From an optimization exercise on the open Yosys and OpenROAD flow, aimed at small area; shortcuts taken in it are not production practice.
Only simulation tests tie the RTL to the original design; equivalence was not proved.

### design/flow/design.v
`timescale 1ns / 1ps
module neuron (
    input clk,
    input rst,
    input [3:0] x1_one,
    input [3:0] x1_two,
    input [3:0] x1_nz,
    input [3:0] x1_neg,
    input [3:0] x2_one,
    input [3:0] x2_two,
    input [3:0] x2_nz,
    input [3:0] x2_neg,
    input [7:0] w1,
    input [7:0] w2,
    input [7:0] b,
    output reg [8:0] y
);
    reg [8:0] u;
    reg [8:0] r;
    wire n0 = (~(x1_one[0] & w1[0])) ^ x1_neg[0];
    wire n1 = (~((x1_one[0] & w1[1]) | (x1_two[0] & w1[0]))) ^ x1_neg[0];
    wire n2 = (~((x1_one[0] & w1[2]) | (x1_two[0] & w1[1]))) ^ x1_neg[0];
    wire n3 = (~((x1_one[0] & w1[3]) | (x1_two[0] & w1[2]))) ^ x1_neg[0];
    wire n4 = (~((x1_one[0] & w1[4]) | (x1_two[0] & w1[3]))) ^ x1_neg[0];
    wire n5 = (~((x1_one[0] & w1[5]) | (x1_two[0] & w1[4]))) ^ x1_neg[0];
    wire n6 = (~((x1_one[0] & w1[6]) | (x1_two[0] & w1[5]))) ^ x1_neg[0];
    wire n7 = (~((x1_one[0] & w1[7]) | (x1_two[0] & w1[6]))) ^ x1_neg[0];
    wire n8 = (x1_nz[0] & w1[7]) ^ x1_neg[0];
    wire n9 = ~x1_neg[0];
    wire n10 = (~(x1_one[1] & w1[0])) ^ x1_neg[1];
    wire n11 = (~((x1_one[1] & w1[1]) | (x1_two[1] & w1[0]))) ^ x1_neg[1];
    wire n12 = (~((x1_one[1] & w1[2]) | (x1_two[1] & w1[1]))) ^ x1_neg[1];
    wire n13 = (~((x1_one[1] & w1[3]) | (x1_two[1] & w1[2]))) ^ x1_neg[1];
    wire n14 = (~((x1_one[1] & w1[4]) | (x1_two[1] & w1[3]))) ^ x1_neg[1];
    wire n15 = (~((x1_one[1] & w1[5]) | (x1_two[1] & w1[4]))) ^ x1_neg[1];
    wire n16 = (~((x1_one[1] & w1[6]) | (x1_two[1] & w1[5]))) ^ x1_neg[1];
    wire n17 = (~((x1_one[1] & w1[7]) | (x1_two[1] & w1[6]))) ^ x1_neg[1];
    wire n18 = (x1_nz[1] & w1[7]) ^ x1_neg[1];
    wire n19 = ~x1_neg[1];
    wire n20 = (~(x1_one[2] & w1[0])) ^ x1_neg[2];
    wire n21 = (~((x1_one[2] & w1[1]) | (x1_two[2] & w1[0]))) ^ x1_neg[2];
    wire n22 = (~((x1_one[2] & w1[2]) | (x1_two[2] & w1[1]))) ^ x1_neg[2];
    wire n23 = (~((x1_one[2] & w1[3]) | (x1_two[2] & w1[2]))) ^ x1_neg[2];
    wire n24 = (~((x1_one[2] & w1[4]) | (x1_two[2] & w1[3]))) ^ x1_neg[2];
    wire n25 = (~((x1_one[2] & w1[5]) | (x1_two[2] & w1[4]))) ^ x1_neg[2];
    wire n26 = (~((x1_one[2] & w1[6]) | (x1_two[2] & w1[5]))) ^ x1_neg[2];
    wire n27 = (~((x1_one[2] & w1[7]) | (x1_two[2] & w1[6]))) ^ x1_neg[2];
    wire n28 = (x1_nz[2] & w1[7]) ^ x1_neg[2];
    wire n29 = ~x1_neg[2];
    wire n30 = (~(x1_one[3] & w1[0])) ^ x1_neg[3];
    wire n31 = (~((x1_one[3] & w1[1]) | (x1_two[3] & w1[0]))) ^ x1_neg[3];
    wire n32 = (~((x1_one[3] & w1[2]) | (x1_two[3] & w1[1]))) ^ x1_neg[3];
    wire n33 = (~((x1_one[3] & w1[3]) | (x1_two[3] & w1[2]))) ^ x1_neg[3];
    wire n34 = (~((x1_one[3] & w1[4]) | (x1_two[3] & w1[3]))) ^ x1_neg[3];
    wire n35 = (~((x1_one[3] & w1[5]) | (x1_two[3] & w1[4]))) ^ x1_neg[3];
    wire n36 = (~((x1_one[3] & w1[6]) | (x1_two[3] & w1[5]))) ^ x1_neg[3];
    wire n37 = (~((x1_one[3] & w1[7]) | (x1_two[3] & w1[6]))) ^ x1_neg[3];
    wire n38 = (x1_nz[3] & w1[7]) ^ x1_neg[3];
    wire n39 = ~x1_neg[3];
    wire n40 = (~(x2_one[0] & w2[0])) ^ x2_neg[0];
    wire n41 = (~((x2_one[0] & w2[1]) | (x2_two[0] & w2[0]))) ^ x2_neg[0];
    wire n42 = (~((x2_one[0] & w2[2]) | (x2_two[0] & w2[1]))) ^ x2_neg[0];
    wire n43 = (~((x2_one[0] & w2[3]) | (x2_two[0] & w2[2]))) ^ x2_neg[0];
    wire n44 = (~((x2_one[0] & w2[4]) | (x2_two[0] & w2[3]))) ^ x2_neg[0];
    wire n45 = (~((x2_one[0] & w2[5]) | (x2_two[0] & w2[4]))) ^ x2_neg[0];
    wire n46 = (~((x2_one[0] & w2[6]) | (x2_two[0] & w2[5]))) ^ x2_neg[0];
    wire n47 = (~((x2_one[0] & w2[7]) | (x2_two[0] & w2[6]))) ^ x2_neg[0];
    wire n48 = (x2_nz[0] & w2[7]) ^ x2_neg[0];
    wire n49 = ~x2_neg[0];
    wire n50 = (~(x2_one[1] & w2[0])) ^ x2_neg[1];
    wire n51 = (~((x2_one[1] & w2[1]) | (x2_two[1] & w2[0]))) ^ x2_neg[1];
    wire n52 = (~((x2_one[1] & w2[2]) | (x2_two[1] & w2[1]))) ^ x2_neg[1];
    wire n53 = (~((x2_one[1] & w2[3]) | (x2_two[1] & w2[2]))) ^ x2_neg[1];
    wire n54 = (~((x2_one[1] & w2[4]) | (x2_two[1] & w2[3]))) ^ x2_neg[1];
    wire n55 = (~((x2_one[1] & w2[5]) | (x2_two[1] & w2[4]))) ^ x2_neg[1];
    wire n56 = (~((x2_one[1] & w2[6]) | (x2_two[1] & w2[5]))) ^ x2_neg[1];
    wire n57 = (~((x2_one[1] & w2[7]) | (x2_two[1] & w2[6]))) ^ x2_neg[1];
    wire n58 = (x2_nz[1] & w2[7]) ^ x2_neg[1];
    wire n59 = ~x2_neg[1];
    wire n60 = (~(x2_one[2] & w2[0])) ^ x2_neg[2];
    wire n61 = (~((x2_one[2] & w2[1]) | (x2_two[2] & w2[0]))) ^ x2_neg[2];
    wire n62 = (~((x2_one[2] & w2[2]) | (x2_two[2] & w2[1]))) ^ x2_neg[2];
    wire n63 = (~((x2_one[2] & w2[3]) | (x2_two[2] & w2[2]))) ^ x2_neg[2];
    wire n64 = (~((x2_one[2] & w2[4]) | (x2_two[2] & w2[3]))) ^ x2_neg[2];
    wire n65 = (~((x2_one[2] & w2[5]) | (x2_two[2] & w2[4]))) ^ x2_neg[2];
    wire n66 = (~((x2_one[2] & w2[6]) | (x2_two[2] & w2[5]))) ^ x2_neg[2];
    wire n67 = (~((x2_one[2] & w2[7]) | (x2_two[2] & w2[6]))) ^ x2_neg[2];
    wire n68 = (x2_nz[2] & w2[7]) ^ x2_neg[2];
    wire n69 = ~x2_neg[2];
    wire n70 = (~(x2_one[3] & w2[0])) ^ x2_neg[3];
    wire n71 = (~((x2_one[3] & w2[1]) | (x2_two[3] & w2[0]))) ^ x2_neg[3];
    wire n72 = (~((x2_one[3] & w2[2]) | (x2_two[3] & w2[1]))) ^ x2_neg[3];
    wire n73 = (~((x2_one[3] & w2[3]) | (x2_two[3] & w2[2]))) ^ x2_neg[3];
    wire n74 = (~((x2_one[3] & w2[4]) | (x2_two[3] & w2[3]))) ^ x2_neg[3];
    wire n75 = (~((x2_one[3] & w2[5]) | (x2_two[3] & w2[4]))) ^ x2_neg[3];
    wire n76 = (~((x2_one[3] & w2[6]) | (x2_two[3] & w2[5]))) ^ x2_neg[3];
    wire n77 = (~((x2_one[3] & w2[7]) | (x2_two[3] & w2[6]))) ^ x2_neg[3];
    wire n78 = (x2_nz[3] & w2[7]) ^ x2_neg[3];
    wire n79 = ~x2_neg[3];
    wire n80 = ~(~n9 & ~n0);
    wire n81 = ~(~n1 & ~n80);
    wire n82, n83;
    fa_cell u_n82 (.a(n19), .b(n2), .c(n10), .s(n82), .co(n83));
    wire n84 = ~(~n81 & ~n82);
    wire n85, n86;
    fa_cell u_n85 (.a(n3), .b(n11), .c(n83), .s(n85), .co(n86));
    wire n87 = ~(~n84 & ~n85);
    wire n88, n89;
    fa_cell u_n88 (.a(n29), .b(n4), .c(n12), .s(n88), .co(n89));
    wire n90, n91;
    fa_cell u_n90 (.a(n20), .b(n88), .c(n86), .s(n90), .co(n91));
    wire n92 = ~(~n87 & ~n90);
    wire n93, n94;
    fa_cell u_n93 (.a(n5), .b(n13), .c(n21), .s(n93), .co(n94));
    wire n95, n96;
    fa_cell u_n95 (.a(n89), .b(n93), .c(n91), .s(n95), .co(n96));
    wire n97 = ~(~n92 & ~n95);
    wire n98, n99;
    fa_cell u_n98 (.a(n39), .b(n6), .c(n14), .s(n98), .co(n99));
    wire n100, n101;
    fa_cell u_n100 (.a(n22), .b(n30), .c(n94), .s(n100), .co(n101));
    wire n102, n103;
    fa_cell u_n102 (.a(n98), .b(n100), .c(n96), .s(n102), .co(n103));
    wire n104 = ~(~n97 & ~n102);
    wire n105 = ~(~n49 & ~n40);
    wire n106 = ~(~n41 & ~n105);
    wire n107, n108;
    fa_cell u_n107 (.a(n59), .b(n42), .c(n50), .s(n107), .co(n108));
    wire n109 = ~(~n106 & ~n107);
    wire n110, n111;
    fa_cell u_n110 (.a(n43), .b(n51), .c(n108), .s(n110), .co(n111));
    wire n112 = ~(~n109 & ~n110);
    wire n113, n114;
    fa_cell u_n113 (.a(n69), .b(n44), .c(n52), .s(n113), .co(n114));
    wire n115, n116;
    fa_cell u_n115 (.a(n60), .b(n113), .c(n111), .s(n115), .co(n116));
    wire n117 = ~(~n112 & ~n115);
    wire n118, n119;
    fa_cell u_n118 (.a(n45), .b(n53), .c(n61), .s(n118), .co(n119));
    wire n120, n121;
    fa_cell u_n120 (.a(n114), .b(n118), .c(n116), .s(n120), .co(n121));
    wire n122 = ~(~n117 & ~n120);
    wire n123, n124;
    fa_cell u_n123 (.a(n79), .b(n46), .c(n54), .s(n123), .co(n124));
    wire n125, n126;
    fa_cell u_n125 (.a(n62), .b(n70), .c(n119), .s(n125), .co(n126));
    wire n127, n128;
    fa_cell u_n127 (.a(n123), .b(n125), .c(n121), .s(n127), .co(n128));
    wire n129 = ~(~n122 & ~n127);
    wire n130, n131;
    ha_cell u_n130 (.a(n7), .b(n15), .s(n130), .co(n131));
    wire n132, n133;
    fa_cell u_n132 (.a(n23), .b(n31), .c(n47), .s(n132), .co(n133));
    wire n134, n135;
    fa_cell u_n134 (.a(n55), .b(n63), .c(n71), .s(n134), .co(n135));
    wire n136, n137;
    fa_cell u_n136 (.a(n130), .b(n99), .c(n124), .s(n136), .co(n137));
    wire n138, n139;
    fa_cell u_n138 (.a(n132), .b(n134), .c(n101), .s(n138), .co(n139));
    wire n140, n141;
    fa_cell u_n140 (.a(n126), .b(n136), .c(n138), .s(n140), .co(n141));
    wire n142, n143;
    fa_cell u_n142 (.a(n140), .b(n103), .c(n128), .s(n142), .co(n143));
    wire n144, n145;
    fa_cell u_n144 (.a(n104), .b(n129), .c(n142), .s(n144), .co(n145));
    wire n146, n147;
    ha_cell u_n146 (.a(n8), .b(n16), .s(n146), .co(n147));
    wire n148, n149;
    fa_cell u_n148 (.a(n24), .b(n32), .c(n48), .s(n148), .co(n149));
    wire n150, n151;
    fa_cell u_n150 (.a(n56), .b(n64), .c(n72), .s(n150), .co(n151));
    wire n152, n153;
    fa_cell u_n152 (.a(n131), .b(n146), .c(n133), .s(n152), .co(n153));
    wire n154, n155;
    fa_cell u_n154 (.a(n135), .b(n148), .c(n150), .s(n154), .co(n155));
    wire n156, n157;
    fa_cell u_n156 (.a(n137), .b(n152), .c(n154), .s(n156), .co(n157));
    wire n158, n159;
    fa_cell u_n158 (.a(n139), .b(n156), .c(n141), .s(n158), .co(n159));
    wire n160, n161;
    fa_cell u_n160 (.a(n158), .b(n143), .c(n145), .s(n160), .co(n161));
    wire n162, n163;
    fa_cell u_n162 (.a(n17), .b(n25), .c(n33), .s(n162), .co(n163));
    wire n164, n165;
    fa_cell u_n164 (.a(n57), .b(n65), .c(n73), .s(n164), .co(n165));
    wire n166, n167;
    fa_cell u_n166 (.a(n147), .b(n149), .c(n151), .s(n166), .co(n167));
    wire n168, n169;
    fa_cell u_n168 (.a(n162), .b(n164), .c(n153), .s(n168), .co(n169));
    wire n170, n171;
    fa_cell u_n170 (.a(n155), .b(n166), .c(n168), .s(n170), .co(n171));
    wire n172, n173;
    fa_cell u_n172 (.a(n157), .b(n170), .c(n159), .s(n172), .co(n173));
    wire n174 = ~(~n172 & ~n161);
    wire n175 = ~(~n172 ^ ~n161);
    wire n176, n177;
    ha_cell u_n176 (.a(n18), .b(n26), .s(n176), .co(n177));
    wire n178, n179;
    fa_cell u_n178 (.a(n34), .b(n58), .c(n66), .s(n178), .co(n179));
    wire n180, n181;
    fa_cell u_n180 (.a(n74), .b(n176), .c(n163), .s(n180), .co(n181));
    wire n182, n183;
    fa_cell u_n182 (.a(n165), .b(n178), .c(n167), .s(n182), .co(n183));
    wire n184, n185;
    fa_cell u_n184 (.a(n180), .b(n169), .c(n182), .s(n184), .co(n185));
    wire n186, n187;
    fa_cell u_n186 (.a(n171), .b(n184), .c(n173), .s(n186), .co(n187));
    wire n188 = ~(~n186 & ~n174);
    wire n189 = ~(~n186 ^ ~n174);
    wire n190, n191;
    fa_cell u_n190 (.a(n27), .b(n35), .c(n67), .s(n190), .co(n191));
    wire n192, n193;
    fa_cell u_n192 (.a(n75), .b(n177), .c(n179), .s(n192), .co(n193));
    wire n194, n195;
    fa_cell u_n194 (.a(n190), .b(n181), .c(n192), .s(n194), .co(n195));
    wire n196, n197;
    fa_cell u_n196 (.a(n183), .b(n194), .c(n185), .s(n196), .co(n197));
    wire n198, n199;
    fa_cell u_n198 (.a(n196), .b(n187), .c(n188), .s(n198), .co(n199));
    wire n200, n201;
    ha_cell u_n200 (.a(n28), .b(n36), .s(n200), .co(n201));
    wire n202, n203;
    fa_cell u_n202 (.a(n68), .b(n76), .c(n200), .s(n202), .co(n203));
    wire n204, n205;
    fa_cell u_n204 (.a(n191), .b(n193), .c(n202), .s(n204), .co(n205));
    wire n206, n207;
    fa_cell u_n206 (.a(n195), .b(n204), .c(n197), .s(n206), .co(n207));
    wire n208 = ~(~n206 & ~n199);
    wire n209 = ~(~n206 ^ ~n199);
    wire n210, n211;
    fa_cell u_n210 (.a(n37), .b(n77), .c(n201), .s(n210), .co(n211));
    wire n212, n213;
    fa_cell u_n212 (.a(n203), .b(n210), .c(n205), .s(n212), .co(n213));
    wire n214, n215;
    fa_cell u_n214 (.a(n212), .b(n207), .c(n208), .s(n214), .co(n215));
    wire n216, n217;
    ha_cell u_n216 (.a(n38), .b(n78), .s(n216), .co(n217));
    wire n218, n219;
    fa_cell u_n218 (.a(n216), .b(n211), .c(n213), .s(n218), .co(n219));
    wire n220 = ~(~n218 & ~n215);
    wire n221 = ~(~n218 ^ ~n215);
    wire n222, n223;
    fa_cell u_n222 (.a(n217), .b(n219), .c(n220), .s(n222), .co(n223));
    wire [8:0] u_next = {n222, n221, n214, n209, n198, n189, n175, n160, n144};
    wire n224 = ~(b[0] | ~u[0]);
    wire n225 = b[0] ^ ~u[0];
    wire n226, n227;
    fa_cell u_n226 (.a(~b[1]), .b(u[1]), .c(n224), .s(n226), .co(n227));
    wire n228, n229;
    fa_cell u_n228 (.a(~b[2]), .b(u[2]), .c(n227), .s(n228), .co(n229));
    wire n230, n231;
    fa_cell u_n230 (.a(~b[3]), .b(u[3]), .c(n229), .s(n230), .co(n231));
    wire n232, n233;
    fa_cell u_n232 (.a(~b[4]), .b(u[4]), .c(n231), .s(n232), .co(n233));
    wire n234, n235;
    fa_cell u_n234 (.a(~b[5]), .b(u[5]), .c(n233), .s(n234), .co(n235));
    wire n236, n237;
    fa_cell u_n236 (.a(~b[6]), .b(u[6]), .c(n235), .s(n236), .co(n237));
    wire n238, n239;
    ha_cell u_n238 (.a(b[7]), .b(u[7]), .s(n238), .co(n239));
    wire n240 = ~(~n238 & ~n237);
    wire n241 = ~(~n238 ^ ~n237);
    wire n242, n243;
    fa_cell u_n242 (.a(~u[8]), .b(n239), .c(n240), .s(n242), .co(n243));
    wire [8:0] r_next = {(~n242 & ~n243), (~n241 & ~n243), (~n236 & ~n243), (~n234 & ~n243), (~n232 & ~n243), (~n230 & ~n243), (~n228 & ~n243), (~n226 & ~n243), (~n225 & ~n243)};
    always @(posedge clk or posedge rst) begin
        if (rst) begin
            u <= 9'd0;
            r <= 9'd0;
            y <= 9'd0;
        end else begin
            u <= u_next;
            r <= r_next;
            y <= r;
        end
    end
endmodule
module fa_cell (
    input a,
    input b,
    input c,
    output s,
    output co
);
    assign s = a ^ b ^ c;
    assign co = (a & b) | (a & c) | (b & c);
endmodule
module ha_cell (
    input a,
    input b,
    output s,
    output co
);
    assign s = a ^ b;
    assign co = a & b;
endmodule
`timescale 1ns / 1ps
module layer_1 (
    input clk,
    input rst,
    input [7:0] input_energy,
    input [7:0] input_isol,
    input [7:0] w1_1,
    input [7:0] w1_2,
    input [7:0] b1,
    input [7:0] w2_1,
    input [7:0] w2_2,
    input [7:0] b2,
    input [7:0] w3_1,
    input [7:0] w3_2,
    input [7:0] b3,
    output [8:0] n1_out,
    output [8:0] n2_out,
    output [8:0] n3_out
);
    wire [3:0] e_one, e_two, e_nz, e_neg, i_one, i_two, i_nz, i_neg;
    booth_enc EE (.x(input_energy), .one(e_one), .two(e_two), .nz(e_nz), .neg(e_neg));
    booth_enc EI (.x(input_isol), .one(i_one), .two(i_two), .nz(i_nz), .neg(i_neg));
    neuron N1 (.clk(clk), .rst(rst), .x1_one(e_one), .x1_two(e_two), .x1_nz(e_nz), .x1_neg(e_neg),
               .x2_one(i_one), .x2_two(i_two), .x2_nz(i_nz), .x2_neg(i_neg), .w1(w1_1), .w2(w1_2), .b(b1), .y(n1_out));
    neuron N2 (.clk(clk), .rst(rst), .x1_one(e_one), .x1_two(e_two), .x1_nz(e_nz), .x1_neg(e_neg),
               .x2_one(i_one), .x2_two(i_two), .x2_nz(i_nz), .x2_neg(i_neg), .w1(w2_1), .w2(w2_2), .b(b2), .y(n2_out));
    neuron N3 (.clk(clk), .rst(rst), .x1_one(e_one), .x1_two(e_two), .x1_nz(e_nz), .x1_neg(e_neg),
               .x2_one(i_one), .x2_two(i_two), .x2_nz(i_nz), .x2_neg(i_neg), .w1(w3_1), .w2(w3_2), .b(b3), .y(n3_out));
endmodule
module booth_enc (
    input [7:0] x,
    output [3:0] one,
    output [3:0] two,
    output [3:0] nz,
    output [3:0] neg
);
    wire [8:0] xe = {x, 1'b0};
    genvar k;
    generate
        for (k = 0; k < 4; k = k + 1) begin : dig
            wire hi = xe[2*k+2] ^ xe[2*k+1];
            assign one[k] = xe[2*k+1] ^ xe[2*k];
            assign two[k] = hi & ~one[k];
            assign nz[k] = hi | one[k];
            assign neg[k] = xe[2*k+2];
        end
    endgenerate
endmodule
`timescale 1ns / 1ps
module layer_2 (
    input [8:0] n1,
    input [8:0] n2,
    input [8:0] n3,
    input [7:0] w1,
    input [7:0] w2,
    input [7:0] w3,
    input [7:0] b,
    output trigger
);
    wire m0 = ~(n1[0] & w1[0]);
    wire m1 = ~(n1[0] & w1[1]);
    wire m2 = ~(n1[0] & w1[2]);
    wire m3 = ~(n1[0] & w1[3]);
    wire m4 = ~(n1[0] & w1[4]);
    wire m5 = ~(n1[0] & w1[5]);
    wire m6 = ~(n1[0] & w1[6]);
    wire m7 = n1[0] & w1[7];
    wire m8 = ~(n1[1] & w1[0]);
    wire m9 = ~(n1[1] & w1[1]);
    wire m10 = ~(n1[1] & w1[2]);
    wire m11 = ~(n1[1] & w1[3]);
    wire m12 = ~(n1[1] & w1[4]);
    wire m13 = ~(n1[1] & w1[5]);
    wire m14 = ~(n1[1] & w1[6]);
    wire m15 = n1[1] & w1[7];
    wire m16 = ~(n1[2] & w1[0]);
    wire m17 = ~(n1[2] & w1[1]);
    wire m18 = ~(n1[2] & w1[2]);
    wire m19 = ~(n1[2] & w1[3]);
    wire m20 = ~(n1[2] & w1[4]);
    wire m21 = ~(n1[2] & w1[5]);
    wire m22 = ~(n1[2] & w1[6]);
    wire m23 = n1[2] & w1[7];
    wire m24 = ~(n1[3] & w1[0]);
    wire m25 = ~(n1[3] & w1[1]);
    wire m26 = ~(n1[3] & w1[2]);
    wire m27 = ~(n1[3] & w1[3]);
    wire m28 = ~(n1[3] & w1[4]);
    wire m29 = ~(n1[3] & w1[5]);
    wire m30 = ~(n1[3] & w1[6]);
    wire m31 = n1[3] & w1[7];
    wire m32 = ~(n1[4] & w1[0]);
    wire m33 = ~(n1[4] & w1[1]);
    wire m34 = ~(n1[4] & w1[2]);
    wire m35 = ~(n1[4] & w1[3]);
    wire m36 = ~(n1[4] & w1[4]);
    wire m37 = ~(n1[4] & w1[5]);
    wire m38 = ~(n1[4] & w1[6]);
    wire m39 = n1[4] & w1[7];
    wire m40 = ~(n1[5] & w1[0]);
    wire m41 = ~(n1[5] & w1[1]);
    wire m42 = ~(n1[5] & w1[2]);
    wire m43 = ~(n1[5] & w1[3]);
    wire m44 = ~(n1[5] & w1[4]);
    wire m45 = ~(n1[5] & w1[5]);
    wire m46 = ~(n1[5] & w1[6]);
    wire m47 = n1[5] & w1[7];
    wire m48 = ~(n1[6] & w1[0]);
    wire m49 = ~(n1[6] & w1[1]);
    wire m50 = ~(n1[6] & w1[2]);
    wire m51 = ~(n1[6] & w1[3]);
    wire m52 = ~(n1[6] & w1[4]);
    wire m53 = ~(n1[6] & w1[5]);
    wire m54 = ~(n1[6] & w1[6]);
    wire m55 = n1[6] & w1[7];
    wire m56 = ~(n1[7] & w1[0]);
    wire m57 = ~((n1[7] & w1[1]) | (n1[8] & w1[0]));
    wire m58 = ~((n1[7] & w1[2]) | (n1[8] & w1[1]));
    wire m59 = ~((n1[7] & w1[3]) | (n1[8] & w1[2]));
    wire m60 = ~((n1[7] & w1[4]) | (n1[8] & w1[3]));
    wire m61 = ~((n1[7] & w1[5]) | (n1[8] & w1[4]));
    wire m62 = ~((n1[7] & w1[6]) | (n1[8] & w1[5]));
    wire m63 = ~((n1[7] & w1[7]) | (n1[8] & w1[6]));
    wire m64 = (n1[7] | n1[8]) & w1[7];
    wire m65 = ~(n2[0] & w2[0]);
    wire m66 = ~(n2[0] & w2[1]);
    wire m67 = ~(n2[0] & w2[2]);
    wire m68 = ~(n2[0] & w2[3]);
    wire m69 = ~(n2[0] & w2[4]);
    wire m70 = ~(n2[0] & w2[5]);
    wire m71 = ~(n2[0] & w2[6]);
    wire m72 = n2[0] & w2[7];
    wire m73 = ~(n2[1] & w2[0]);
    wire m74 = ~(n2[1] & w2[1]);
    wire m75 = ~(n2[1] & w2[2]);
    wire m76 = ~(n2[1] & w2[3]);
    wire m77 = ~(n2[1] & w2[4]);
    wire m78 = ~(n2[1] & w2[5]);
    wire m79 = ~(n2[1] & w2[6]);
    wire m80 = n2[1] & w2[7];
    wire m81 = ~(n2[2] & w2[0]);
    wire m82 = ~(n2[2] & w2[1]);
    wire m83 = ~(n2[2] & w2[2]);
    wire m84 = ~(n2[2] & w2[3]);
    wire m85 = ~(n2[2] & w2[4]);
    wire m86 = ~(n2[2] & w2[5]);
    wire m87 = ~(n2[2] & w2[6]);
    wire m88 = n2[2] & w2[7];
    wire m89 = ~(n2[3] & w2[0]);
    wire m90 = ~(n2[3] & w2[1]);
    wire m91 = ~(n2[3] & w2[2]);
    wire m92 = ~(n2[3] & w2[3]);
    wire m93 = ~(n2[3] & w2[4]);
    wire m94 = ~(n2[3] & w2[5]);
    wire m95 = ~(n2[3] & w2[6]);
    wire m96 = n2[3] & w2[7];
    wire m97 = ~(n2[4] & w2[0]);
    wire m98 = ~(n2[4] & w2[1]);
    wire m99 = ~(n2[4] & w2[2]);
    wire m100 = ~(n2[4] & w2[3]);
    wire m101 = ~(n2[4] & w2[4]);
    wire m102 = ~(n2[4] & w2[5]);
    wire m103 = ~(n2[4] & w2[6]);
    wire m104 = n2[4] & w2[7];
    wire m105 = ~(n2[5] & w2[0]);
    wire m106 = ~(n2[5] & w2[1]);
    wire m107 = ~(n2[5] & w2[2]);
    wire m108 = ~(n2[5] & w2[3]);
    wire m109 = ~(n2[5] & w2[4]);
    wire m110 = ~(n2[5] & w2[5]);
    wire m111 = ~(n2[5] & w2[6]);
    wire m112 = n2[5] & w2[7];
    wire m113 = ~(n2[6] & w2[0]);
    wire m114 = ~(n2[6] & w2[1]);
    wire m115 = ~(n2[6] & w2[2]);
    wire m116 = ~(n2[6] & w2[3]);
    wire m117 = ~(n2[6] & w2[4]);
    wire m118 = ~(n2[6] & w2[5]);
    wire m119 = ~(n2[6] & w2[6]);
    wire m120 = n2[6] & w2[7];
    wire m121 = ~(n2[7] & w2[0]);
    wire m122 = ~((n2[7] & w2[1]) | (n2[8] & w2[0]));
    wire m123 = ~((n2[7] & w2[2]) | (n2[8] & w2[1]));
    wire m124 = ~((n2[7] & w2[3]) | (n2[8] & w2[2]));
    wire m125 = ~((n2[7] & w2[4]) | (n2[8] & w2[3]));
    wire m126 = ~((n2[7] & w2[5]) | (n2[8] & w2[4]));
    wire m127 = ~((n2[7] & w2[6]) | (n2[8] & w2[5]));
    wire m128 = ~((n2[7] & w2[7]) | (n2[8] & w2[6]));
    wire m129 = (n2[7] | n2[8]) & w2[7];
    wire m130 = ~(n3[0] & w3[0]);
    wire m131 = ~(n3[0] & w3[1]);
    wire m132 = ~(n3[0] & w3[2]);
    wire m133 = ~(n3[0] & w3[3]);
    wire m134 = ~(n3[0] & w3[4]);
    wire m135 = ~(n3[0] & w3[5]);
    wire m136 = ~(n3[0] & w3[6]);
    wire m137 = n3[0] & w3[7];
    wire m138 = ~(n3[1] & w3[0]);
    wire m139 = ~(n3[1] & w3[1]);
    wire m140 = ~(n3[1] & w3[2]);
    wire m141 = ~(n3[1] & w3[3]);
    wire m142 = ~(n3[1] & w3[4]);
    wire m143 = ~(n3[1] & w3[5]);
    wire m144 = ~(n3[1] & w3[6]);
    wire m145 = n3[1] & w3[7];
    wire m146 = ~(n3[2] & w3[0]);
    wire m147 = ~(n3[2] & w3[1]);
    wire m148 = ~(n3[2] & w3[2]);
    wire m149 = ~(n3[2] & w3[3]);
    wire m150 = ~(n3[2] & w3[4]);
    wire m151 = ~(n3[2] & w3[5]);
    wire m152 = ~(n3[2] & w3[6]);
    wire m153 = n3[2] & w3[7];
    wire m154 = ~(n3[3] & w3[0]);
    wire m155 = ~(n3[3] & w3[1]);
    wire m156 = ~(n3[3] & w3[2]);
    wire m157 = ~(n3[3] & w3[3]);
    wire m158 = ~(n3[3] & w3[4]);
    wire m159 = ~(n3[3] & w3[5]);
    wire m160 = ~(n3[3] & w3[6]);
    wire m161 = n3[3] & w3[7];
    wire m162 = ~(n3[4] & w3[0]);
    wire m163 = ~(n3[4] & w3[1]);
    wire m164 = ~(n3[4] & w3[2]);
    wire m165 = ~(n3[4] & w3[3]);
    wire m166 = ~(n3[4] & w3[4]);
    wire m167 = ~(n3[4] & w3[5]);
    wire m168 = ~(n3[4] & w3[6]);
    wire m169 = n3[4] & w3[7];
    wire m170 = ~(n3[5] & w3[0]);
    wire m171 = ~(n3[5] & w3[1]);
    wire m172 = ~(n3[5] & w3[2]);
    wire m173 = ~(n3[5] & w3[3]);
    wire m174 = ~(n3[5] & w3[4]);
    wire m175 = ~(n3[5] & w3[5]);
    wire m176 = ~(n3[5] & w3[6]);
    wire m177 = n3[5] & w3[7];
    wire m178 = ~(n3[6] & w3[0]);
    wire m179 = ~(n3[6] & w3[1]);
    wire m180 = ~(n3[6] & w3[2]);
    wire m181 = ~(n3[6] & w3[3]);
    wire m182 = ~(n3[6] & w3[4]);
    wire m183 = ~(n3[6] & w3[5]);
    wire m184 = ~(n3[6] & w3[6]);
    wire m185 = n3[6] & w3[7];
    wire m186 = ~(n3[7] & w3[0]);
    wire m187 = ~((n3[7] & w3[1]) | (n3[8] & w3[0]));
    wire m188 = ~((n3[7] & w3[2]) | (n3[8] & w3[1]));
    wire m189 = ~((n3[7] & w3[3]) | (n3[8] & w3[2]));
    wire m190 = ~((n3[7] & w3[4]) | (n3[8] & w3[3]));
    wire m191 = ~((n3[7] & w3[5]) | (n3[8] & w3[4]));
    wire m192 = ~((n3[7] & w3[6]) | (n3[8] & w3[5]));
    wire m193 = ~((n3[7] & w3[7]) | (n3[8] & w3[6]));
    wire m194 = (n3[7] | n3[8]) & w3[7];
    wire m195 = ~(~m1 & ~m8);
    wire m196, m197;
    fa_cell u_m196 (.a(m2), .b(m9), .c(m16), .s(m196), .co(m197));
    wire m198 = ~(~m195 & ~m196);
    wire m199, m200;
    fa_cell u_m199 (.a(m3), .b(m10), .c(m17), .s(m199), .co(m200));
    wire m201, m202;
    fa_cell u_m201 (.a(m24), .b(m197), .c(m199), .s(m201), .co(m202));
    wire m203 = ~(~m198 & ~m201);
    wire m204, m205;
    fa_cell u_m204 (.a(m4), .b(m11), .c(m18), .s(m204), .co(m205));
    wire m206, m207;
    fa_cell u_m206 (.a(m25), .b(m32), .c(m200), .s(m206), .co(m207));
    wire m208, m209;
    fa_cell u_m208 (.a(m204), .b(m202), .c(m206), .s(m208), .co(m209));
    wire m210 = ~(~m203 & ~m208);
    wire m211, m212;
    fa_cell u_m211 (.a(m5), .b(m12), .c(m19), .s(m211), .co(m212));
    wire m213, m214;
    fa_cell u_m213 (.a(m26), .b(m33), .c(m40), .s(m213), .co(m214));
    wire m215, m216;
    fa_cell u_m215 (.a(m205), .b(m211), .c(m213), .s(m215), .co(m216));
    wire m217, m218;
    fa_cell u_m217 (.a(m207), .b(m215), .c(m209), .s(m217), .co(m218));
    wire m219 = ~(~m210 & ~m217);
    wire m220, m221;
    fa_cell u_m220 (.a(m6), .b(m13), .c(m20), .s(m220), .co(m221));
    wire m222, m223;
    fa_cell u_m222 (.a(m27), .b(m34), .c(m41), .s(m222), .co(m223));
    wire m224, m225;
    fa_cell u_m224 (.a(m48), .b(m212), .c(m214), .s(m224), .co(m225));
    wire m226, m227;
    fa_cell u_m226 (.a(m220), .b(m222), .c(m216), .s(m226), .co(m227));
    wire m228, m229;
    fa_cell u_m228 (.a(m224), .b(m226), .c(m218), .s(m228), .co(m229));
    wire m230 = ~(~m219 & ~m228);
    wire m231 = ~(~m66 & ~m73);
    wire m232, m233;
    fa_cell u_m232 (.a(m67), .b(m74), .c(m81), .s(m232), .co(m233));
    wire m234 = ~(~m231 & ~m232);
    wire m235, m236;
    fa_cell u_m235 (.a(m68), .b(m75), .c(m82), .s(m235), .co(m236));
    wire m237, m238;
    fa_cell u_m237 (.a(m89), .b(m233), .c(m235), .s(m237), .co(m238));
    wire m239 = ~(~m234 & ~m237);
    wire m240, m241;
    fa_cell u_m240 (.a(m69), .b(m76), .c(m83), .s(m240), .co(m241));
    wire m242, m243;
    fa_cell u_m242 (.a(m90), .b(m97), .c(m236), .s(m242), .co(m243));
    wire m244, m245;
    fa_cell u_m244 (.a(m240), .b(m238), .c(m242), .s(m244), .co(m245));
    wire m246 = ~(~m239 & ~m244);
    wire m247, m248;
    fa_cell u_m247 (.a(m70), .b(m77), .c(m84), .s(m247), .co(m248));
    wire m249, m250;
    fa_cell u_m249 (.a(m91), .b(m98), .c(m105), .s(m249), .co(m250));
    wire m251, m252;
    fa_cell u_m251 (.a(m241), .b(m247), .c(m249), .s(m251), .co(m252));
    wire m253, m254;
    fa_cell u_m253 (.a(m243), .b(m251), .c(m245), .s(m253), .co(m254));
    wire m255 = ~(~m246 & ~m253);
    wire m256, m257;
    fa_cell u_m256 (.a(m71), .b(m78), .c(m85), .s(m256), .co(m257));
    wire m258, m259;
    fa_cell u_m258 (.a(m92), .b(m99), .c(m106), .s(m258), .co(m259));
    wire m260, m261;
    fa_cell u_m260 (.a(m113), .b(m248), .c(m250), .s(m260), .co(m261));
    wire m262, m263;
    fa_cell u_m262 (.a(m256), .b(m258), .c(m252), .s(m262), .co(m263));
    wire m264, m265;
    fa_cell u_m264 (.a(m260), .b(m262), .c(m254), .s(m264), .co(m265));
    wire m266 = ~(~m255 & ~m264);
    wire m267 = ~(~m131 & ~m138);
    wire m268, m269;
    fa_cell u_m268 (.a(m132), .b(m139), .c(m146), .s(m268), .co(m269));
    wire m270 = ~(~m267 & ~m268);
    wire m271, m272;
    fa_cell u_m271 (.a(m133), .b(m140), .c(m147), .s(m271), .co(m272));
    wire m273, m274;
    fa_cell u_m273 (.a(m154), .b(m269), .c(m271), .s(m273), .co(m274));
    wire m275 = ~(~m270 & ~m273);
    wire m276, m277;
    fa_cell u_m276 (.a(m134), .b(m141), .c(m148), .s(m276), .co(m277));
    wire m278, m279;
    fa_cell u_m278 (.a(m155), .b(m162), .c(m272), .s(m278), .co(m279));
    wire m280, m281;
    fa_cell u_m280 (.a(m276), .b(m274), .c(m278), .s(m280), .co(m281));
    wire m282 = ~(~m275 & ~m280);
    wire m283, m284;
    fa_cell u_m283 (.a(m135), .b(m142), .c(m149), .s(m283), .co(m284));
    wire m285, m286;
    fa_cell u_m285 (.a(m156), .b(m163), .c(m170), .s(m285), .co(m286));
    wire m287, m288;
    fa_cell u_m287 (.a(m277), .b(m283), .c(m285), .s(m287), .co(m288));
    wire m289, m290;
    fa_cell u_m289 (.a(m279), .b(m287), .c(m281), .s(m289), .co(m290));
    wire m291 = ~(~m282 & ~m289);
    wire m292, m293;
    fa_cell u_m292 (.a(m136), .b(m143), .c(m150), .s(m292), .co(m293));
    wire m294, m295;
    fa_cell u_m294 (.a(m157), .b(m164), .c(m171), .s(m294), .co(m295));
    wire m296, m297;
    fa_cell u_m296 (.a(m178), .b(m284), .c(m286), .s(m296), .co(m297));
    wire m298, m299;
    fa_cell u_m298 (.a(m292), .b(m294), .c(m288), .s(m298), .co(m299));
    wire m300, m301;
    fa_cell u_m300 (.a(m296), .b(m298), .c(m290), .s(m300), .co(m301));
    wire m302 = ~(~m291 & ~m300);
    wire m303, m304;
    fa_cell u_m303 (.a(~b[0]), .b(m7), .c(m14), .s(m303), .co(m304));
    wire m305, m306;
    fa_cell u_m305 (.a(m21), .b(m28), .c(m35), .s(m305), .co(m306));
    wire m307, m308;
    fa_cell u_m307 (.a(m42), .b(m49), .c(m56), .s(m307), .co(m308));
    wire m309, m310;
    fa_cell u_m309 (.a(m72), .b(m79), .c(m86), .s(m309), .co(m310));
    wire m311, m312;
    fa_cell u_m311 (.a(m93), .b(m100), .c(m107), .s(m311), .co(m312));
    wire m313, m314;
    fa_cell u_m313 (.a(m114), .b(m121), .c(m137), .s(m313), .co(m314));
    wire m315, m316;
    fa_cell u_m315 (.a(m144), .b(m151), .c(m158), .s(m315), .co(m316));
    wire m317, m318;
    fa_cell u_m317 (.a(m165), .b(m172), .c(m179), .s(m317), .co(m318));
    wire m319, m320;
    fa_cell u_m319 (.a(m186), .b(m221), .c(m223), .s(m319), .co(m320));
    wire m321, m322;
    fa_cell u_m321 (.a(m257), .b(m259), .c(m293), .s(m321), .co(m322));
    wire m323, m324;
    fa_cell u_m323 (.a(m295), .b(m303), .c(m305), .s(m323), .co(m324));
    wire m325, m326;
    fa_cell u_m325 (.a(m307), .b(m309), .c(m311), .s(m325), .co(m326));
    wire m327, m328;
    fa_cell u_m327 (.a(m313), .b(m315), .c(m317), .s(m327), .co(m328));
    wire m329, m330;
    fa_cell u_m329 (.a(m225), .b(m261), .c(m297), .s(m329), .co(m330));
    wire m331, m332;
    fa_cell u_m331 (.a(m319), .b(m321), .c(m323), .s(m331), .co(m332));
    wire m333, m334;
    fa_cell u_m333 (.a(m325), .b(m327), .c(m227), .s(m333), .co(m334));
    wire m335, m336;
    fa_cell u_m335 (.a(m263), .b(m299), .c(m329), .s(m335), .co(m336));
    wire m337, m338;
    fa_cell u_m337 (.a(m331), .b(m333), .c(m335), .s(m337), .co(m338));
    wire m339, m340;
    fa_cell u_m339 (.a(m229), .b(m265), .c(m301), .s(m339), .co(m340));
    wire m341, m342;
    fa_cell u_m341 (.a(m337), .b(m230), .c(m266), .s(m341), .co(m342));
    wire m343 = (m302 & m339) | (m302 & m341) | (m339 & m341);
    wire m344 = ~(b[1] | ~m15);
    wire m345 = b[1] ^ ~m15;
    wire m346, m347;
    fa_cell u_m346 (.a(m22), .b(m29), .c(m36), .s(m346), .co(m347));
    wire m348, m349;
    fa_cell u_m348 (.a(m43), .b(m50), .c(m57), .s(m348), .co(m349));
    wire m350, m351;
    fa_cell u_m350 (.a(m80), .b(m87), .c(m94), .s(m350), .co(m351));
    wire m352, m353;
    fa_cell u_m352 (.a(m101), .b(m108), .c(m115), .s(m352), .co(m353));
    wire m354, m355;
    fa_cell u_m354 (.a(m122), .b(m145), .c(m152), .s(m354), .co(m355));
    wire m356, m357;
    fa_cell u_m356 (.a(m159), .b(m166), .c(m173), .s(m356), .co(m357));
    wire m358, m359;
    fa_cell u_m358 (.a(m180), .b(m187), .c(m345), .s(m358), .co(m359));
    wire m360, m361;
    fa_cell u_m360 (.a(m304), .b(m306), .c(m308), .s(m360), .co(m361));
    wire m362, m363;
    fa_cell u_m362 (.a(m310), .b(m312), .c(m314), .s(m362), .co(m363));
    wire m364, m365;
    fa_cell u_m364 (.a(m316), .b(m318), .c(m346), .s(m364), .co(m365));
    wire m366, m367;
    fa_cell u_m366 (.a(m348), .b(m350), .c(m352), .s(m366), .co(m367));
    wire m368, m369;
    fa_cell u_m368 (.a(m354), .b(m356), .c(m320), .s(m368), .co(m369));
    wire m370, m371;
    fa_cell u_m370 (.a(m322), .b(m358), .c(m324), .s(m370), .co(m371));
    wire m372, m373;
    fa_cell u_m372 (.a(m326), .b(m328), .c(m360), .s(m372), .co(m373));
    wire m374, m375;
    fa_cell u_m374 (.a(m362), .b(m364), .c(m366), .s(m374), .co(m375));
    wire m376, m377;
    fa_cell u_m376 (.a(m330), .b(m368), .c(m332), .s(m376), .co(m377));
    wire m378, m379;
    fa_cell u_m378 (.a(m370), .b(m372), .c(m374), .s(m378), .co(m379));
    wire m380, m381;
    fa_cell u_m380 (.a(m334), .b(m336), .c(m376), .s(m380), .co(m381));
    wire m382, m383;
    fa_cell u_m382 (.a(m378), .b(m338), .c(m380), .s(m382), .co(m383));
    wire m384, m385;
    fa_cell u_m384 (.a(m340), .b(m342), .c(m382), .s(m384), .co(m385));
    wire m386 = ~(~m343 & ~m384);
    wire m387, m388;
    fa_cell u_m387 (.a(~b[2]), .b(m23), .c(m30), .s(m387), .co(m388));
    wire m389, m390;
    fa_cell u_m389 (.a(m37), .b(m44), .c(m51), .s(m389), .co(m390));
    wire m391, m392;
    fa_cell u_m391 (.a(m58), .b(m88), .c(m95), .s(m391), .co(m392));
    wire m393, m394;
    fa_cell u_m393 (.a(m102), .b(m109), .c(m116), .s(m393), .co(m394));
    wire m395, m396;
    fa_cell u_m395 (.a(m123), .b(m153), .c(m160), .s(m395), .co(m396));
    wire m397, m398;
    fa_cell u_m397 (.a(m167), .b(m174), .c(m181), .s(m397), .co(m398));
    wire m399, m400;
    fa_cell u_m399 (.a(m188), .b(m344), .c(m347), .s(m399), .co(m400));
    wire m401, m402;
    fa_cell u_m401 (.a(m349), .b(m351), .c(m353), .s(m401), .co(m402));
    wire m403, m404;
    fa_cell u_m403 (.a(m355), .b(m357), .c(m387), .s(m403), .co(m404));
    wire m405, m406;
    fa_cell u_m405 (.a(m389), .b(m391), .c(m393), .s(m405), .co(m406));
    wire m407, m408;
    fa_cell u_m407 (.a(m395), .b(m397), .c(m359), .s(m407), .co(m408));
    wire m409, m410;
    fa_cell u_m409 (.a(m361), .b(m363), .c(m365), .s(m409), .co(m410));
    wire m411, m412;
    fa_cell u_m411 (.a(m367), .b(m399), .c(m401), .s(m411), .co(m412));
    wire m413, m414;
    fa_cell u_m413 (.a(m403), .b(m405), .c(m369), .s(m413), .co(m414));
    wire m415, m416;
    fa_cell u_m415 (.a(m407), .b(m371), .c(m373), .s(m415), .co(m416));
    wire m417, m418;
    fa_cell u_m417 (.a(m375), .b(m409), .c(m411), .s(m417), .co(m418));
    wire m419, m420;
    fa_cell u_m419 (.a(m413), .b(m415), .c(m377), .s(m419), .co(m420));
    wire m421, m422;
    fa_cell u_m421 (.a(m417), .b(m379), .c(m381), .s(m421), .co(m422));
    wire m423, m424;
    fa_cell u_m423 (.a(m419), .b(m383), .c(m421), .s(m423), .co(m424));
    wire m425 = (m385 & m423) | (m385 & m386) | (m423 & m386);
    wire m426, m427;
    fa_cell u_m426 (.a(~b[3]), .b(m31), .c(m38), .s(m426), .co(m427));
    wire m428, m429;
    fa_cell u_m428 (.a(m45), .b(m52), .c(m59), .s(m428), .co(m429));
    wire m430, m431;
    fa_cell u_m430 (.a(m96), .b(m103), .c(m110), .s(m430), .co(m431));
    wire m432, m433;
    fa_cell u_m432 (.a(m117), .b(m124), .c(m161), .s(m432), .co(m433));
    wire m434, m435;
    fa_cell u_m434 (.a(m168), .b(m175), .c(m182), .s(m434), .co(m435));
    wire m436, m437;
    fa_cell u_m436 (.a(m189), .b(m388), .c(m390), .s(m436), .co(m437));
    wire m438, m439;
    fa_cell u_m438 (.a(m392), .b(m394), .c(m396), .s(m438), .co(m439));
    wire m440, m441;
    fa_cell u_m440 (.a(m398), .b(m426), .c(m428), .s(m440), .co(m441));
    wire m442, m443;
    fa_cell u_m442 (.a(m430), .b(m432), .c(m434), .s(m442), .co(m443));
    wire m444, m445;
    fa_cell u_m444 (.a(m400), .b(m402), .c(m404), .s(m444), .co(m445));
    wire m446, m447;
    fa_cell u_m446 (.a(m406), .b(m436), .c(m438), .s(m446), .co(m447));
    wire m448, m449;
    fa_cell u_m448 (.a(m440), .b(m442), .c(m408), .s(m448), .co(m449));
    wire m450, m451;
    fa_cell u_m450 (.a(m410), .b(m412), .c(m444), .s(m450), .co(m451));
    wire m452, m453;
    fa_cell u_m452 (.a(m446), .b(m414), .c(m448), .s(m452), .co(m453));
    wire m454, m455;
    fa_cell u_m454 (.a(m416), .b(m418), .c(m450), .s(m454), .co(m455));
    wire m456, m457;
    fa_cell u_m456 (.a(m452), .b(m420), .c(m454), .s(m456), .co(m457));
    wire m458, m459;
    fa_cell u_m458 (.a(m422), .b(m456), .c(m424), .s(m458), .co(m459));
    wire m460 = ~(~m458 & ~m425);
    wire m461, m462;
    fa_cell u_m461 (.a(~b[4]), .b(m39), .c(m46), .s(m461), .co(m462));
    wire m463, m464;
    fa_cell u_m463 (.a(m53), .b(m60), .c(m104), .s(m463), .co(m464));
    wire m465, m466;
    fa_cell u_m465 (.a(m111), .b(m118), .c(m125), .s(m465), .co(m466));
    wire m467, m468;
    fa_cell u_m467 (.a(m169), .b(m176), .c(m183), .s(m467), .co(m468));
    wire m469, m470;
    fa_cell u_m469 (.a(m190), .b(m427), .c(m429), .s(m469), .co(m470));
    wire m471, m472;
    fa_cell u_m471 (.a(m431), .b(m433), .c(m435), .s(m471), .co(m472));
    wire m473, m474;
    fa_cell u_m473 (.a(m461), .b(m463), .c(m465), .s(m473), .co(m474));
    wire m475, m476;
    fa_cell u_m475 (.a(m467), .b(m437), .c(m439), .s(m475), .co(m476));
    wire m477, m478;
    fa_cell u_m477 (.a(m441), .b(m443), .c(m469), .s(m477), .co(m478));
    wire m479, m480;
    fa_cell u_m479 (.a(m471), .b(m473), .c(m445), .s(m479), .co(m480));
    wire m481, m482;
    fa_cell u_m481 (.a(m447), .b(m475), .c(m477), .s(m481), .co(m482));
    wire m483, m484;
    fa_cell u_m483 (.a(m449), .b(m479), .c(m451), .s(m483), .co(m484));
    wire m485, m486;
    fa_cell u_m485 (.a(m481), .b(m453), .c(m455), .s(m485), .co(m486));
    wire m487, m488;
    fa_cell u_m487 (.a(m483), .b(m457), .c(m485), .s(m487), .co(m488));
    wire m489 = (m487 & m459) | (m487 & m460) | (m459 & m460);
    wire m490, m491;
    fa_cell u_m490 (.a(~b[5]), .b(m47), .c(m54), .s(m490), .co(m491));
    wire m492, m493;
    fa_cell u_m492 (.a(m61), .b(m112), .c(m119), .s(m492), .co(m493));
    wire m494, m495;
    fa_cell u_m494 (.a(m126), .b(m177), .c(m184), .s(m494), .co(m495));
    wire m496, m497;
    fa_cell u_m496 (.a(m191), .b(m462), .c(m464), .s(m496), .co(m497));
    wire m498, m499;
    fa_cell u_m498 (.a(m466), .b(m468), .c(m490), .s(m498), .co(m499));
    wire m500, m501;
    fa_cell u_m500 (.a(m492), .b(m494), .c(m470), .s(m500), .co(m501));
    wire m502, m503;
    fa_cell u_m502 (.a(m472), .b(m474), .c(m496), .s(m502), .co(m503));
    wire m504, m505;
    fa_cell u_m504 (.a(m498), .b(m476), .c(m478), .s(m504), .co(m505));
    wire m506, m507;
    fa_cell u_m506 (.a(m500), .b(m502), .c(m480), .s(m506), .co(m507));
    wire m508, m509;
    fa_cell u_m508 (.a(m504), .b(m482), .c(m484), .s(m508), .co(m509));
    wire m510, m511;
    fa_cell u_m510 (.a(m506), .b(m486), .c(m508), .s(m510), .co(m511));
    wire m512 = (m488 & m510) | (m488 & m489) | (m510 & m489);
    wire m513, m514;
    fa_cell u_m513 (.a(~b[6]), .b(m55), .c(m62), .s(m513), .co(m514));
    wire m515, m516;
    fa_cell u_m515 (.a(m120), .b(m127), .c(m185), .s(m515), .co(m516));
    wire m517, m518;
    fa_cell u_m517 (.a(m192), .b(m491), .c(m493), .s(m517), .co(m518));
    wire m519, m520;
    fa_cell u_m519 (.a(m495), .b(m513), .c(m515), .s(m519), .co(m520));
    wire m521, m522;
    fa_cell u_m521 (.a(m497), .b(m499), .c(m517), .s(m521), .co(m522));
    wire m523, m524;
    fa_cell u_m523 (.a(m519), .b(m501), .c(m503), .s(m523), .co(m524));
    wire m525, m526;
    fa_cell u_m525 (.a(m521), .b(m505), .c(m523), .s(m525), .co(m526));
    wire m527, m528;
    fa_cell u_m527 (.a(m507), .b(m525), .c(m509), .s(m527), .co(m528));
    wire m529 = (m511 & m527) | (m511 & m512) | (m527 & m512);
    wire m530, m531;
    fa_cell u_m530 (.a(b[7]), .b(m63), .c(m128), .s(m530), .co(m531));
    wire m532, m533;
    fa_cell u_m532 (.a(m193), .b(m514), .c(m516), .s(m532), .co(m533));
    wire m534, m535;
    fa_cell u_m534 (.a(m530), .b(m518), .c(m520), .s(m534), .co(m535));
    wire m536, m537;
    fa_cell u_m536 (.a(m532), .b(m522), .c(m534), .s(m536), .co(m537));
    wire m538, m539;
    fa_cell u_m538 (.a(m524), .b(m536), .c(m526), .s(m538), .co(m539));
    wire m540 = (m538 & m528) | (m538 & m529) | (m528 & m529);
    wire m541, m542;
    ha_cell u_m541 (.a(m64), .b(m129), .s(m541), .co(m542));
    wire m543, m544;
    fa_cell u_m543 (.a(m194), .b(m541), .c(m531), .s(m543), .co(m544));
    wire m545, m546;
    fa_cell u_m545 (.a(m533), .b(m543), .c(m535), .s(m545), .co(m546));
    wire m547, m548;
    fa_cell u_m547 (.a(m545), .b(m537), .c(m539), .s(m547), .co(m548));
    wire m549 = ~(~m547 & ~m540);
    wire m550, m551;
    ha_cell u_m550 (.a(m542), .b(m544), .s(m550), .co(m551));
    wire m552, m553;
    fa_cell u_m552 (.a(m550), .b(m546), .c(m548), .s(m552), .co(m553));
    wire m554 = ~(~m552 & ~m549);
    wire m555 = (m551 & m553) | (m551 & m554) | (m553 & m554);
    assign trigger = ~m555;
endmodule
`timescale 1ns / 1ps
module nano_trigger (
    input clk,
    input rst,
    input signed [7:0] energy,
    input signed [7:0] isol,
    input signed [7:0] w1_1,
    input signed [7:0] w1_2,
    input signed [7:0] b1,
    input signed [7:0] w2_1,
    input signed [7:0] w2_2,
    input signed [7:0] b2,
    input signed [7:0] w3_1,
    input signed [7:0] w3_2,
    input signed [7:0] b3,
    input signed [7:0] l2_w1,
    input signed [7:0] l2_w2,
    input signed [7:0] l2_w3,
    input signed [7:0] l2_b,
    output trigger
);
    wire [8:0] l1_n1;
    wire [8:0] l1_n2;
    wire [8:0] l1_n3;
    layer_1 L1 (
        .clk(clk),
        .rst(rst),
        .input_energy(energy),
        .input_isol(isol),
        .w1_1(w1_1), .w1_2(w1_2), .b1(b1),
        .w2_1(w2_1), .w2_2(w2_2), .b2(b2),
        .w3_1(w3_1), .w3_2(w3_2), .b3(b3),
        .n1_out(l1_n1),
        .n2_out(l1_n2),
        .n3_out(l1_n3)
    );
    layer_2 L2 (
        .n1(l1_n1),
        .n2(l1_n2),
        .n3(l1_n3),
        .w1(l2_w1), .w2(l2_w2), .w3(l2_w3), .b(l2_b),
        .trigger(trigger)
    );
endmodule
### design/flow/flow/run.sh
#!/bin/bash
# The standard layout (standard.sh), with the input and output port
# buffers made from the smallest buffer cell instead of the one buffer_ports
# picks by default.  The full make output goes to standard_flow.log here.
set -euo pipefail
bash standard.sh "BUFFER_PORTS_ARGS=-buffer_cell sky130_fd_sc_hd__buf_1" finish > standard_flow.log 2>&1
### design/flow/standard.sh
#!/bin/bash
# synth_recipe.tcl (not shown) runs the flow's synth.tcl, then flattens the netlist and writes it again
# the make line also repeats each setting of config.mk as NAME=value (left out here)
make -C /OpenROAD-flow-scripts/flow DESIGN_CONFIG=/design/flow/config.mk WORK_HOME=/design/flow/orfs CLKGATE_MAP_FILE= SYNTH_SCRIPT=/design/flow/synth_recipe.tcl "${@:-finish}"
### design/flow/config.mk
export PLATFORM = sky130hd
export DESIGN_NAME = nano_trigger
export DESIGN_NICKNAME = nano_trigger
export VERILOG_FILES = /design/flow/design.v
export SDC_FILE = /design/flow/constraint.sdc
export NUM_CORES = 4
export LEC_CHECK = 0
export CAP_MARGIN = 20
export CORE_MARGIN = 2
export CORE_UTILIZATION = 40
export CTS_BUF_LIST = sky130_fd_sc_hd__clkbuf_8
export SLEW_MARGIN = 20
export SYNTH_HIERARCHICAL = 1
### design/flow/constraint.sdc
create_clock -name core_clock -period 18.0 [get_ports {clk}]
set_input_delay 3.6000 -clock core_clock [delete_from_list [all_inputs] [get_ports {clk}]]
set_output_delay 3.6000 -clock core_clock [all_outputs]
set_load 0.01 [all_outputs]
==> metrics.md, run 1 <==
| Metric | Value |
|---|---|
| CTS H-tree lvls | `3` |
| Dominant cell type by area after synthesis | `fa_1` |
| Antenna violations before repair | `1` |
| Yosys warns | `7` |
| Global-route wire length before repair | `60.9 mm` |
| RSZ-0062 raised after global routing | `no` |
| CTS Buf Count | `9` |
| Gp weighted congestion | `0.917` |
| Min-delay src | `L1.N1.r[5]` |
| Largest net degree at the start of global routing | `32` |
| DRT Pass-1 Iters | `6` |
| Wire length per cell | `19.0 um` |
| Number of global-route vias before repair | `11240` |
| Max cap viols | `0` |
| WP data arrival | `8.72 ns` |
| Critical path peak fanout | `9` |
| I/O Buffers | `122` |
| Total wire length | `37.5 mm` |
| Area Growth Syn to Fin | `4.22%` |
| R2r startpoint | `L1.N2.u[0]` |
| Final period utilization | `68.4%` |
| Post-route ant nets | `0` |
| WS Path Type | `in -> out` |
| Mapped Avg Cell Area | `11.1 um^2` |
| Vias per cell | `5.23` |
| Ant diodes | `0` |
| Worst R2R Path Depth | `12` |
| DIE AREA | `0.0408 mm^2` |
| Syn Nets | `1928` |
| Slew Limit Fails | `0` |
| Core Box Area | `0.0386 mm^2` |
| Final hold violation count | `0` |
| Hold Buf Count CTS | `0` |
| Post-CTS Resized | `0` |
| Most frequent cells after synthesis | `352 x fa_1, 188 x nand2_1, 168 x xnor2_1, 157 x a22oi_1, 91 x inv_1` |
| R2R setup slack | `14.11 ns` |
| Outcome | `no timing/DRC/antenna violations` |
| CP Capture Type | `primary output` |
| Io pins | `123` |
| FFs w/ async S/R, synth | `100%` |
| HPWL Detailed | `31.9 mm` |
| Worst-path clk slew | `0.09 ns` |
| Hold Crit Class | `reg -> reg` |
| Synth area leaders | `fa_1 45%, dfrtp_1 13%, xnor2_1 9.4%` |
| GRT Residual Overflow | `0` |
| Synth Register Bits | `81` |
| Slew HR | `38.0%` |
| GRT Total Usage | `19.1%` |
| Worst hold endpoint | `L1.N1.y[5]` |
| Clk latency of the worst-skew pair | `0.36 ns` |
| Final setup fails | `0` |
| RR Endpoint | `L1.N2.r[7]` |
| CTS Buffer Depth | `2` |
| CP startpoint kind | `input pin` |
| Clock sinks | `81` |
| Post-CTS Setup Inserts | `0` |
| Drt drc | `0` |
| Post-synth EDFFs | `0` |
| Layout Skew | `0.00920 ns` |
| Setup TNS Final | `0 ns` |
| CP required | `14.40 ns` |
| CTS tree | `done` |
| Crit path time final | `12.32 ns` |
| Die height | `202 um` |
| Nets@finish | `1965` |
| Mapped Area | `0.0157 mm^2` |
| Depth of the worst hold-timing path | `0` |
| Most common cell in the netlist | `fa_1` |
| Max Fclk | `81.2 MHz` |
| Vias after detailed routing | `10339` |
| First DRT Iteration DRCs | `708` |
| Slew @ Worst Pin | `0.924 ns` |
| Sequential share of the synthesized area | `12.9%` |
| Mapped Cells | `1415` |
| Final WS setup | `5.68 ns` |
| Post-synth top area share | `45.0%` |
| Initial cell density of the core | `40.6%` |
| Synth unique cells | `40` |
| Site Rows | `72` |
| Share of layout cells above drive strength 1 | `6.86%` |
| Pre-CTS setup slack | `5.69 ns` |
| CTS root buf | `clkbuf_8` |
| Die Width | `202 um` |
| Top_reg_cell synth | `dfrtp_1` |
## Yosys stat by module, one instance, submodules excluded, excerpt
module / area [um^2] / times used / flip-flops and latches
ha_cell: 12.5 / 20 / 0
neuron: 2270 / 3 / 27
fa_cell: 20.0 / 352 / 0
booth_enc: 195 / 2 / 0
layer_2: 1160 / 1 / 0
## registers in the layout, summed over array words and instances (netlist names)
name and count:
L1.N2.r 9, L1.N2.y 9, L1.N1.y 9, L1.N3.r 9
L1.N3.u 9, L1.N2.u 9, L1.N3.y 9, L1.N1.r 9
L1.N1.u 9
## worst max-delay path: stages
cell       delay (ns)
buf_1            0.36
nand2_1          0.16
fa_1             0.47
fa_1             0.43
fa_1             0.42
fa_1             0.39
fa_1             0.43
nor4_1           0.29
nand3_1          0.17
fa_1             0.44
fa_1             0.49
or2_2            0.30
a2111oi_2        0.35
nor2_1           0.10
o211ai_2         0.15
buf_1            0.18
## layer usage
metal | vias up | part of all wire, % | global-route usage (%)
met5 | - | 0.035 | 0
met4 | 2 | 2.2 | 5.12
met3 | 37 | 4.9 | 2.16
met2 | 311 | 53 | 34.2
met1 | 5391 | 40 | 24.7
li1 | 4598 | - | -
## per-stage QoR
stage                     cell area (um^2)  util (%)  hold slack, ns  cells
after global placement               16100      41.7           0.333   1958
after CTS                            16300      42.2           0.354   1974
after floorplan                      15700         -           0.331   1415
final                                16300      42.3           0.352   1975
after global routing                 16300      42.3           0.355   1975
after detailed placement             16100      41.7           0.335   1958
## kinds of logic after synthesis
group                      share of synthesized area (%)
DFF                                                 12.9
buffers and inverters                               8.15
AOI/OAI and AO/OA                                   11.0
adders and majority gates                           48.1
and+or+nand+nor                                     8.09
xor gates and xnor gates                            11.7
## worst max-delay path by stage
stage | end | startpoint | slack, ns
floorplan | trigger | l2_w1[3] | 6.16
global placement | trigger | l2_w1[3] | 5.71
detailed placement | trigger | l2_w1[3] | 5.69
CTS | trigger | l2_w1[2] | 5.68
global route | trigger | l2_w1[3] | 5.33
finish | trigger | l2_w1[2] | 5.68
## cells in the final DEF, fill, tap and decap left out, drive strengths merged, types with 2 or more instances in the layout
cell type,netlist,final
a21oi,6,6
a22oi,184,184
and2,21,21
and3,6,6
buf,86,141
clkbuf,31,11
clkinv,0,3
dfrtp,81,81
fa,352,352
ha,39,39
inv,109,113
nand2,188,188
nand2b,8,8
nand3,2,2
nand3b,2,2
nand4,2,2
nor2,40,40
nor2b,5,5
nor3,6,6
nor4,8,8
o2111ai,6,6
o21a,3,3
o21ai,2,2
o22ai,6,6
or2,4,4
xnor2,168,168
xor2,42,42
## cell type report
type                       count  area (um^2)
multi-input combinational   1108        12400
clock inverter                 7         78.8
clock buffer                   9          124
tap                          518          648
sequential                    81         2030
fill                        3774        22300
inverter                     109          409
timing repair buffer         143          626
==> run 2, diff against run 1 <==
--- a/design/flow/config.mk
+++ b/design/flow/config.mk
@@ -8,6 +8,5 @@
 export CAP_MARGIN = 20
 export CORE_MARGIN = 2
 export CORE_UTILIZATION = 40
-export CTS_BUF_LIST = sky130_fd_sc_hd__clkbuf_8
 export SLEW_MARGIN = 20
 export SYNTH_HIERARCHICAL = 1
==> run 2 against run 1 <==
  * Register-to-register slack barely moved
  * Non-clock buffer count did not move
  * Clock skew fell by 0.0029 ns
  * Maximum frequency fell by 0.22%
  * Cell count did not move
  * Core utilization rose by 0.26 points
==> metrics.md, run 2 <==
| Metric | Value |
|---|---|
| CP Capture Type | `primary output` |
| Hold Buf Count CTS | `0 (unchanged)` |
| Fraction of the mapped netlist area in compound gates | `11.0% (unchanged)` |
| Largest family of logic cells by synthesized area | `adder cells` |
| DIE AREA | `0.0408 mm^2 (unchanged)` |
| Final setup fails | `0 (unchanged)` |
| Synth Area in Simple Gates | `8.09% (unchanged)` |
| Final hold slack | `0.347 ns (-0.00526 ns)` |
| Post-synth EDFFs | `0 (unchanged)` |
| Dominant cell type by area after synthesis | `fa_1` |
| Most frequent cells in the layout | `352 x fa_1, 188 x nand2_1, 168 x xnor2_1` |
| Mapped Area | `0.0157 mm^2 (unchanged)` |
| Total wire length | `37.5 mm (about the same)` |
| Worst hold endpoint | `L1.N1.y[5]` |
| Mapped Cells | `1415 (unchanged)` |
| Layout Skew | `0.00633 ns (-0.00288 ns)` |
| Placed insts | `1958 (unchanged)` |
| Post-CTS Setup Inserts | `0 (unchanged)` |
| Slew @ Worst Pin | `0.921 ns (-0.00262 ns)` |
| Worst R2R Path Depth | `12 (unchanged)` |
| Final hold violation count | `0 (unchanged)` |
| Synth unique cells | `40 (unchanged)` |
| Max cap viols | `0 (unchanged)` |
| Yosys warns | `7 (unchanged)` |
| DRT Pass-1 Iters | `6 (unchanged)` |
| WS Path Type | `in -> out` |
| Die Width | `202 um (unchanged)` |
| CP delay by family, top | `adder cells` |
| Core Box Area | `0.0386 mm^2 (unchanged)` |
| GRT Residual Overflow | `0 (unchanged)` |
| CTS Buffer Depth | `2 (unchanged)` |
| Xor and xnor area share after synthesis | `11.7% (unchanged)` |
| Filler cell count | `3760 (-0.37%)` |
| Post-CTS Resized | `0 (unchanged)` |
| Wire length per cell | `19.0 um (about the same)` |
| RR Endpoint | `L1.N2.r[7]` |
| Setup TNS Final | `0 ns (unchanged)` |
| Top_reg_cell synth | `dfrtp_1` |
| Post-synth top area share | `45.0% (unchanged)` |
| Number of global-route vias before repair | `11276 (+0.32%)` |
| Vias per cell | `5.22 (-0.22%)` |
| Depth of the worst hold-timing path | `0 (unchanged)` |
| CTS root buf | `clkbuf_16` |
| Die height | `202 um (unchanged)` |
| I/O Buffers | `122 (unchanged)` |
| R2r startpoint | `L1.N2.u[0]` |
| Outcome | `no timing/DRC/antenna violations` |
| Clk latency of the worst-skew pair | `0.34 ns (-0.02 ns)` |
| Min-delay src | `L1.N1.r[5]` |
| CP startpoint kind | `input pin` |
| Max Fclk | `81.0 MHz (-0.22%)` |
| Clock sinks | `81 (unchanged)` |
| Most common cell in the netlist | `fa_1` |
| HPWL Detailed | `31.9 mm (unchanged)` |
| Final period utilization | `68.6% (+0.15 points)` |
| Antenna violations before repair | `1 (unchanged)` |
| Most used cell, CP | `fa_1` |
| Post-route ant nets | `0 (unchanged)` |
| Post-Synth Adder-Cell Area | `48.1% (unchanged)` |
| Slew Limit Fails | `0 (unchanged)` |
| Global-route wire length before repair | `61.1 mm (+0.34%)` |
| CP required | `14.40 ns (about the same)` |
| Most frequent cells after synthesis | `352 x fa_1, 188 x nand2_1, 168 x xnor2_1, 157 x a22oi_1, 91 x inv_1` |
| RSZ-0062 raised after global routing | `no` |
| Slew HR | `38.2% (+0.18 points)` |
| Synth area leaders | `fa_1 45%, dfrtp_1 13%, xnor2_1 9.4%` |
| Syn Nets | `1928 (unchanged)` |
| First DRT Iteration DRCs | `679 (-4.1%)` |
==> run 2: cell families (layout without fill, tap and decap cells) <==
family          Yosys count  in the layout
fa+ha+maj               391            391
simple gates            294            294
buf+inv                 226            268
compound gates          213            213
xor+xnor                210            210
flops                    81             81
==> run 2: area by class of cell <==
type	instances	area, um^2	area share, %
clock inverter	7	78.8	0.480
timing repair buffer	143	626	3.81
clock buffer	9	225	1.37
multi-input combinational	1108	12400	75.6
inverter	109	409	2.49
sequential	81	2030	12.3
tap	518	648	3.94
==> run 2: worst max-delay path by stage <==
stage,from,cells after the start,slack [ns],to
floorplan,l2_w1[3],15,6.16,trigger
global placement,l2_w1[3],16,5.71,trigger
detailed placement,l2_w1[3],16,5.69,trigger
CTS,l2_w1[2],16,5.68,trigger
global route,l2_w1[3],16,5.33,trigger
finish,l2_w1[3],16,5.65,trigger
==> run 2: stage by stage <==
step | util, % | area [um^2] | worst slack (ns)
finish | 42.5 | 16400 | 5.65
CTS | 42.5 | 16400 | 5.68
detailed placement | 41.7 | 16100 | 5.69
global placement | 41.7 | 16100 | 5.71
global route | 42.5 | 16400 | 5.33
floorplan | - | 15700 | 6.16
==> run 2: metal layers <==
layer | GRT usage [%] | wire length (um)
met1 | 24.6 | 15000
met2 | 34.7 | 19900
met3 | 2.13 | 1850
met4 | 4.12 | 639
met5 | 0 | 10
==> run 2: per-module statistics from Yosys, one instance, submodules excluded, a selection <==
module	cells inside	cell area (um^2)	copies in the design	flops+latches
ha_cell	1	12.5	20	0
booth_enc	30	195	2	0
fa_cell	1	20.0	352	0
neuron	245	2270	3	27
layer_2	248	1160	1	0
==> run 2: worst register-to-register path, cell delays in order (launching register included) <==
cell	delay, ns
dfrtp_1	0.37
ha_1	0.19
fa_1	0.38
fa_1	0.41
fa_1	0.40
fa_1	0.39
fa_1	0.39
fa_1	0.36
inv_1	0.07
ha_1	0.14
inv_1	0.05
fa_1	0.50
nor2b_1	0.16

## re-timing with driven ports
The flow's constraints put no driver on any port. The routed layouts listed below were extracted and timed again, unchanged, in two steps.
Step 1: set_driving_cell puts a clkbuf_16 on clk and a buf_2 on each other input, an assumption about the parent block.
Step 2 also shifts input and output timing later by t, the mid clock arrival at the registers, as if the neighbouring blocks saw the same clock.
Three values: ideal ports, drivers, drivers and shift; two values: the first two.
run	t (ns)	setup WS [ns]	worst register clock-pin slew, ns	worst data-port slew with drivers (ns)	pins driven straight from the clock port
run 1	0.398	5.681 / 5.635 / 5.635	0.09 / 0.09	0.08	1
run 2	0.380	5.654 / 5.605 / 5.605	0.07 / 0.07	0.08	1
After both steps every run listed still meets setup and hold. For run 2, which loses most, drivers alone change the setup slack by -0.049 ns; drivers and shift together by -0.049 ns.
